This design comes from an exercise in tuning for small area on the open sky130 flow, not from production work. Function was checked by simulation only, so behaviour that the tests miss may differ from the original.

==> inputs of violet <==
==> flow/design.v (excerpt) <==
module CORDIC_Vectoring_top1 #(
        parameter DATA_WIDTH = 16,
        parameter CORDIC_WIDTH = 22,
        parameter CORDIC_STAGES = 16,
        parameter ANGLE_WIDTH = 16
    ) (
        input clk,
        input nreset,
        input vec_en,
        input signed [DATA_WIDTH-1:0] x_vec_in,
        input signed [DATA_WIDTH-1:0] y_vec_in,
        input angle_calc_enable_in,
        output signed [DATA_WIDTH-1:0] x_vec_out,
        output output_valid_o,
        output [CORDIC_STAGES-1:0] micro_angle_o,
        output [1:0] quad_out,
        output vec_microRot_out_start,
        output signed [ANGLE_WIDTH-1:0] angle_out
    );
Settings: LEC_CHECK=0, CAP_MARGIN=20, CORE_MARGIN=2, CORE_UTILIZATION=40, PLACE_DENSITY=0.6, SLEW_MARGIN=20; clock period 10.0 ns.
run.sh (not shown) runs the stock make flow with config.mk's settings and CLKGATE_MAP_FILE= SYNTH_SCRIPT=/design/flow/synth_recipe.tcl, a recipe that flattens the netlist after the stock synthesis.
==> inputs of onyx, as changes to violet <==
- ABC_AREA: default -> 1
- CTS_BUF_LIST: default -> sky130_fd_sc_hd__clkbuf_4
- CTS_CLUSTER_DIAMETER: default -> 40
- CTS_CLUSTER_SIZE: default -> 10
==> notes.md <==
item	onyx	violet
Final Wtd Congestion	0.828	0.827
Outcome	complete, no violations	complete, no violations
Post-synthesis xor/xnor area fraction	0.0828	0.0844
Buffers excl. clock	111	109
Area growth syn-to-layout	10.3%	13.0%
Nets	5034	4691
Met2 demand-to-capacity share in global routing	0.245	0.246
Area enclosed by the die boundary	115000 um^2	115000 um^2
Final Cell Area	49500 um^2	50900 um^2
Adder-cell area share of the yosys netlist	0.326	0.325
WP depth	24	23
Area fraction in and, or, nand and nor cells after synthesis	0.0411	0.0243
Critical Path Start	g_stage[7].stage.z_out[0]	g_stage[10].stage.z_out[21]
Sequential cell area fraction in the yosys report	0.416	0.415

========
==> inputs of 04-16 <==
CORDIC_Vectoring_top1, a different RTL version from the one above (not shown whole).
Settings: LEC_CHECK=0, ABC_AREA=1, CAP_MARGIN=20, CORE_MARGIN=2, CORE_UTILIZATION=40, CTS_BUF_LIST=sky130_fd_sc_hd__clkbuf_4, CTS_CLUSTER_DIAMETER=40, CTS_CLUSTER_SIZE=10, PLACE_DENSITY=0.6, SLEW_MARGIN=20; clock period 10.0 ns.
standard.sh (not shown) runs the stock make flow with config.mk's settings and CLKGATE_MAP_FILE= SYNTH_SCRIPT=/design/flow/synth_recipe.tcl, a recipe that flattens the netlist after the stock synthesis.
==> flow/flow/run.sh <==
#!/bin/bash
# Standard synthesis, then a re-optimisation of its combinational logic around the
# full adders (netopt.py + resynth.ys), then the standard layout flow.
set -euo pipefail
LIB=$FLOW_HOME/platforms/sky130hd/lib/sky130_fd_sc_hd__tt_025C_1v80.lib
R=orfs/results/sky130hd/CORDIC_Vectoring_top1/base
bash standard.sh synth > standard_synth.log 2>&1
cp $R/1_2_yosys.v standard_1_2_yosys.v
python3 flow/netopt.py $LIB standard_1_2_yosys.v netopt.v > netopt.log 2>&1
sed -e "s#LIBFILE#$LIB#g" -e "s#FLOWHOME#$FLOW_HOME#g" -e "s#FLOWDIR#$PWD/flow#g" flow/resynth.ys > resynth.ys
yosys -s resynth.ys > resynth.log 2>&1
cp resynth.v $R/1_2_yosys.v
touch $R/1_2_yosys.v
rm -f $R/1_synth.odb
bash standard.sh synth > standard_synth2.log 2>&1
bash standard.sh BUFFER_PORTS_ARGS="-buffer_cell sky130_fd_sc_hd__buf_1" CTS_ARGS="-sink_clustering_enable -repair_clock_nets -sink_clustering_size 8 -sink_clustering_max_diameter 36 -buf_list {sky130_fd_sc_hd__clkbuf_2 sky130_fd_sc_hd__clkbuf_4} -dont_use_dummy_load" finish > standard_finish.log 2>&1
==> flow/flow/abc_amap.script <==
strash; dch; amap; topo
==> flow/flow/resynth.ys <==
# Re-synthesis of the combinational glue of the standard synthesis netlist
# (netopt.v, written by netopt.py). Flip-flops, adders and tie cells stay as they are.
read_liberty -lib LIBFILE
read_verilog netopt.v
hierarchy -top CORDIC_Vectoring_top1
proc
opt -purge
techmap
opt -fast -purge
abc -script FLOWDIR/abc_amap.script -liberty LIBFILE -dont_use sky130_fd_sc_hd__probe_p_8 -dont_use sky130_fd_sc_hd__probec_p_8 -dont_use sky130_fd_sc_hd__lpflow_bleeder_1 -dont_use sky130_fd_sc_hd__lpflow_clkbufkapwr_1 -dont_use sky130_fd_sc_hd__lpflow_clkbufkapwr_16 -dont_use sky130_fd_sc_hd__lpflow_clkbufkapwr_2 -dont_use sky130_fd_sc_hd__lpflow_clkbufkapwr_4 -dont_use sky130_fd_sc_hd__lpflow_clkbufkapwr_8 -dont_use sky130_fd_sc_hd__lpflow_clkinvkapwr_1 -dont_use sky130_fd_sc_hd__lpflow_clkinvkapwr_16 -dont_use sky130_fd_sc_hd__lpflow_clkinvkapwr_2 -dont_use sky130_fd_sc_hd__lpflow_clkinvkapwr_4 -dont_use sky130_fd_sc_hd__lpflow_clkinvkapwr_8 -dont_use sky130_fd_sc_hd__lpflow_decapkapwr_12 -dont_use sky130_fd_sc_hd__lpflow_decapkapwr_3 -dont_use sky130_fd_sc_hd__lpflow_decapkapwr_4 -dont_use sky130_fd_sc_hd__lpflow_decapkapwr_6 -dont_use sky130_fd_sc_hd__lpflow_decapkapwr_8 -dont_use sky130_fd_sc_hd__lpflow_inputiso0n_1 -dont_use sky130_fd_sc_hd__lpflow_inputiso0p_1 -dont_use sky130_fd_sc_hd__lpflow_inputiso1n_1 -dont_use sky130_fd_sc_hd__lpflow_inputiso1p_1 -dont_use sky130_fd_sc_hd__lpflow_inputisolatch_1 -dont_use sky130_fd_sc_hd__lpflow_isobufsrc_1 -dont_use sky130_fd_sc_hd__lpflow_isobufsrc_16 -dont_use sky130_fd_sc_hd__lpflow_isobufsrc_2 -dont_use sky130_fd_sc_hd__lpflow_isobufsrc_4 -dont_use sky130_fd_sc_hd__lpflow_isobufsrc_8 -dont_use sky130_fd_sc_hd__lpflow_isobufsrckapwr_16 -dont_use sky130_fd_sc_hd__lpflow_lsbuf_lh_hl_isowell_tap_1 -dont_use sky130_fd_sc_hd__lpflow_lsbuf_lh_hl_isowell_tap_2 -dont_use sky130_fd_sc_hd__lpflow_lsbuf_lh_hl_isowell_tap_4 -dont_use sky130_fd_sc_hd__lpflow_lsbuf_lh_isowell_4 -dont_use sky130_fd_sc_hd__lpflow_lsbuf_lh_isowell_tap_1 -dont_use sky130_fd_sc_hd__lpflow_lsbuf_lh_isowell_tap_2 -dont_use sky130_fd_sc_hd__lpflow_lsbuf_lh_isowell_tap_4  -D 10000
setundef -zero
splitnets
opt_clean -purge
hilomap -singleton -hicell sky130_fd_sc_hd__conb_1 HI -locell sky130_fd_sc_hd__conb_1 LO
insbuf -buf sky130_fd_sc_hd__buf_4 A X
opt_clean -purge
tee -o resynth_stat.txt stat -liberty LIBFILE
write_verilog -noattr -nohex -nodec resynth.v
Other scripts of this flow, unchanged in this note and not shown: flow/flow/netopt.py
==> 12-27: changes against 04-16 <==
==> flow/flow/run.sh (replaced) <==
#!/bin/bash
# Standard synthesis, then a re-optimisation of its combinational logic around the
# full adders (netopt.py + resynth.ys), then the standard layout flow.
set -euo pipefail
LIB=$FLOW_HOME/platforms/sky130hd/lib/sky130_fd_sc_hd__tt_025C_1v80.lib
R=orfs/results/sky130hd/CORDIC_Vectoring_top1/base
bash standard.sh synth > standard_synth.log 2>&1
cp $R/1_2_yosys.v standard_1_2_yosys.v
python3 flow/netopt.py $LIB standard_1_2_yosys.v netopt.v > netopt.log 2>&1
sed -e "s#LIBFILE#$LIB#g" -e "s#FLOWHOME#$FLOW_HOME#g" flow/resynth.ys > resynth.ys
yosys -s resynth.ys > resynth.log 2>&1
cp resynth.v $R/1_2_yosys.v
touch $R/1_2_yosys.v
rm -f $R/1_synth.odb
bash standard.sh synth > standard_synth2.log 2>&1
bash standard.sh > standard_finish.log 2>&1
==> flow/flow/resynth.ys (replaced) <==
# Re-synthesis of the combinational glue of the standard synthesis netlist
# (netopt.v, written by netopt.py). Flip-flops, adders and tie cells stay as they are.
read_liberty -lib LIBFILE
read_verilog netopt.v
hierarchy -top CORDIC_Vectoring_top1
proc
opt -purge
techmap
opt -fast -purge
abc -script FLOWHOME/scripts/abc_area.script -liberty LIBFILE -dont_use sky130_fd_sc_hd__probe_p_8 -dont_use sky130_fd_sc_hd__probec_p_8 -dont_use sky130_fd_sc_hd__lpflow_bleeder_1 -dont_use sky130_fd_sc_hd__lpflow_clkbufkapwr_1 -dont_use sky130_fd_sc_hd__lpflow_clkbufkapwr_16 -dont_use sky130_fd_sc_hd__lpflow_clkbufkapwr_2 -dont_use sky130_fd_sc_hd__lpflow_clkbufkapwr_4 -dont_use sky130_fd_sc_hd__lpflow_clkbufkapwr_8 -dont_use sky130_fd_sc_hd__lpflow_clkinvkapwr_1 -dont_use sky130_fd_sc_hd__lpflow_clkinvkapwr_16 -dont_use sky130_fd_sc_hd__lpflow_clkinvkapwr_2 -dont_use sky130_fd_sc_hd__lpflow_clkinvkapwr_4 -dont_use sky130_fd_sc_hd__lpflow_clkinvkapwr_8 -dont_use sky130_fd_sc_hd__lpflow_decapkapwr_12 -dont_use sky130_fd_sc_hd__lpflow_decapkapwr_3 -dont_use sky130_fd_sc_hd__lpflow_decapkapwr_4 -dont_use sky130_fd_sc_hd__lpflow_decapkapwr_6 -dont_use sky130_fd_sc_hd__lpflow_decapkapwr_8 -dont_use sky130_fd_sc_hd__lpflow_inputiso0n_1 -dont_use sky130_fd_sc_hd__lpflow_inputiso0p_1 -dont_use sky130_fd_sc_hd__lpflow_inputiso1n_1 -dont_use sky130_fd_sc_hd__lpflow_inputiso1p_1 -dont_use sky130_fd_sc_hd__lpflow_inputisolatch_1 -dont_use sky130_fd_sc_hd__lpflow_isobufsrc_1 -dont_use sky130_fd_sc_hd__lpflow_isobufsrc_16 -dont_use sky130_fd_sc_hd__lpflow_isobufsrc_2 -dont_use sky130_fd_sc_hd__lpflow_isobufsrc_4 -dont_use sky130_fd_sc_hd__lpflow_isobufsrc_8 -dont_use sky130_fd_sc_hd__lpflow_isobufsrckapwr_16 -dont_use sky130_fd_sc_hd__lpflow_lsbuf_lh_hl_isowell_tap_1 -dont_use sky130_fd_sc_hd__lpflow_lsbuf_lh_hl_isowell_tap_2 -dont_use sky130_fd_sc_hd__lpflow_lsbuf_lh_hl_isowell_tap_4 -dont_use sky130_fd_sc_hd__lpflow_lsbuf_lh_isowell_4 -dont_use sky130_fd_sc_hd__lpflow_lsbuf_lh_isowell_tap_1 -dont_use sky130_fd_sc_hd__lpflow_lsbuf_lh_isowell_tap_2 -dont_use sky130_fd_sc_hd__lpflow_lsbuf_lh_isowell_tap_4  -D 10000
setundef -zero
splitnets
opt_clean -purge
hilomap -singleton -hicell sky130_fd_sc_hd__conb_1 HI -locell sky130_fd_sc_hd__conb_1 LO
insbuf -buf sky130_fd_sc_hd__buf_4 A X
opt_clean -purge
tee -o resynth_stat.txt stat -liberty LIBFILE
write_verilog -noattr -nohex -nodec resynth.v
removed: flow/flow/abc_amap.script
==> notes.md <==
| item | 04-16 | 12-27 |
|---|---|---|
| Final instance area | 45000 um^2 | 46500 um^2 |
| Hold EP | vld[7] | vld[15] |
| Sequential cell area in the final layout | 18700 um^2 | 18700 um^2 |
| Smallest setup slack after layout | 347 ps | 398 ps |
| ANT cells | 6 | 9 |
| Number of signal-net buffers in the layout | 119 | 103 |
| Setup slack on the worst flop-to-flop path | 350 ps | 400 ps |
| Outcome | complete, no violations | complete, no violations |
| Syn_nets | 4319 | 4149 |
| Number of design-rule violations left by the first detailed-router iteration | 751 | 638 |
| Area inside the core boundary | 103000 um^2 | 104000 um^2 |
| Critical path endpoint | g_stage[10].stage.z_out[21] | g_stage[12].stage.z_out[21] |
| Depth of the most critical reg-to-reg path | 27 | 24 |
| Worst-path clk slew | 90 ps | 100 ps |
| Max frequency | 0.104 GHz | 0.104 GHz |
| Multi-input gate count | 2033 | 1955 |
| Layout clock buffer count | 144 | 151 |
| Share of the core filled with cells in the final layout | 0.435 | 0.448 |
| Die X | 326 um | 328 um |
| Seq/total area | 0.416 | 0.401 |
| Total vias in the final route | 23200 | 21000 |
| Per-cell routed wire length | 14.6 um | 13.7 um |

-- afterwards: timing with drivers on the ports --
The flow's constraints put no driver on any port. The routed layouts listed below were extracted and timed again, unchanged, in two steps.
Step 1, drivers: a clkbuf_16 drives clk and a buf_2 each remaining input, both assumed.
Step 2 moves the port delays by t, midway between the first and last clock arrival at a register: inputs arrive t later, outputs are due t later. That takes back most of the time a late clock gives input paths.
Three values: ideal, step 1, step 2; two values: the first two.
run | shift t [ns] | setup slack, ns | worst hold slack (ns) | worst setup path at the end | worst register clock-pin slew, ns
violet | 0.706 | 0.353 / 0.353 / 0.353 | 0.409 / 0.409 / 0.409 | register to register | 0.06 / 0.06
onyx | 1.067 | 0.324 / 0.324 / 0.324 | 0.379 / 0.379 / 0.379 | register to register | 0.12 / 0.12
04-16 | 1.028 | 0.347 / 0.347 / 0.347 | 0.373 / 0.373 / 0.373 | register to register | 0.09 / 0.09
12-27 | 1.048 | 0.398 / 0.398 / 0.398 | 0.407 / 0.407 / 0.407 | register to register | 0.11 / 0.11
After both steps every run listed still meets setup and hold.
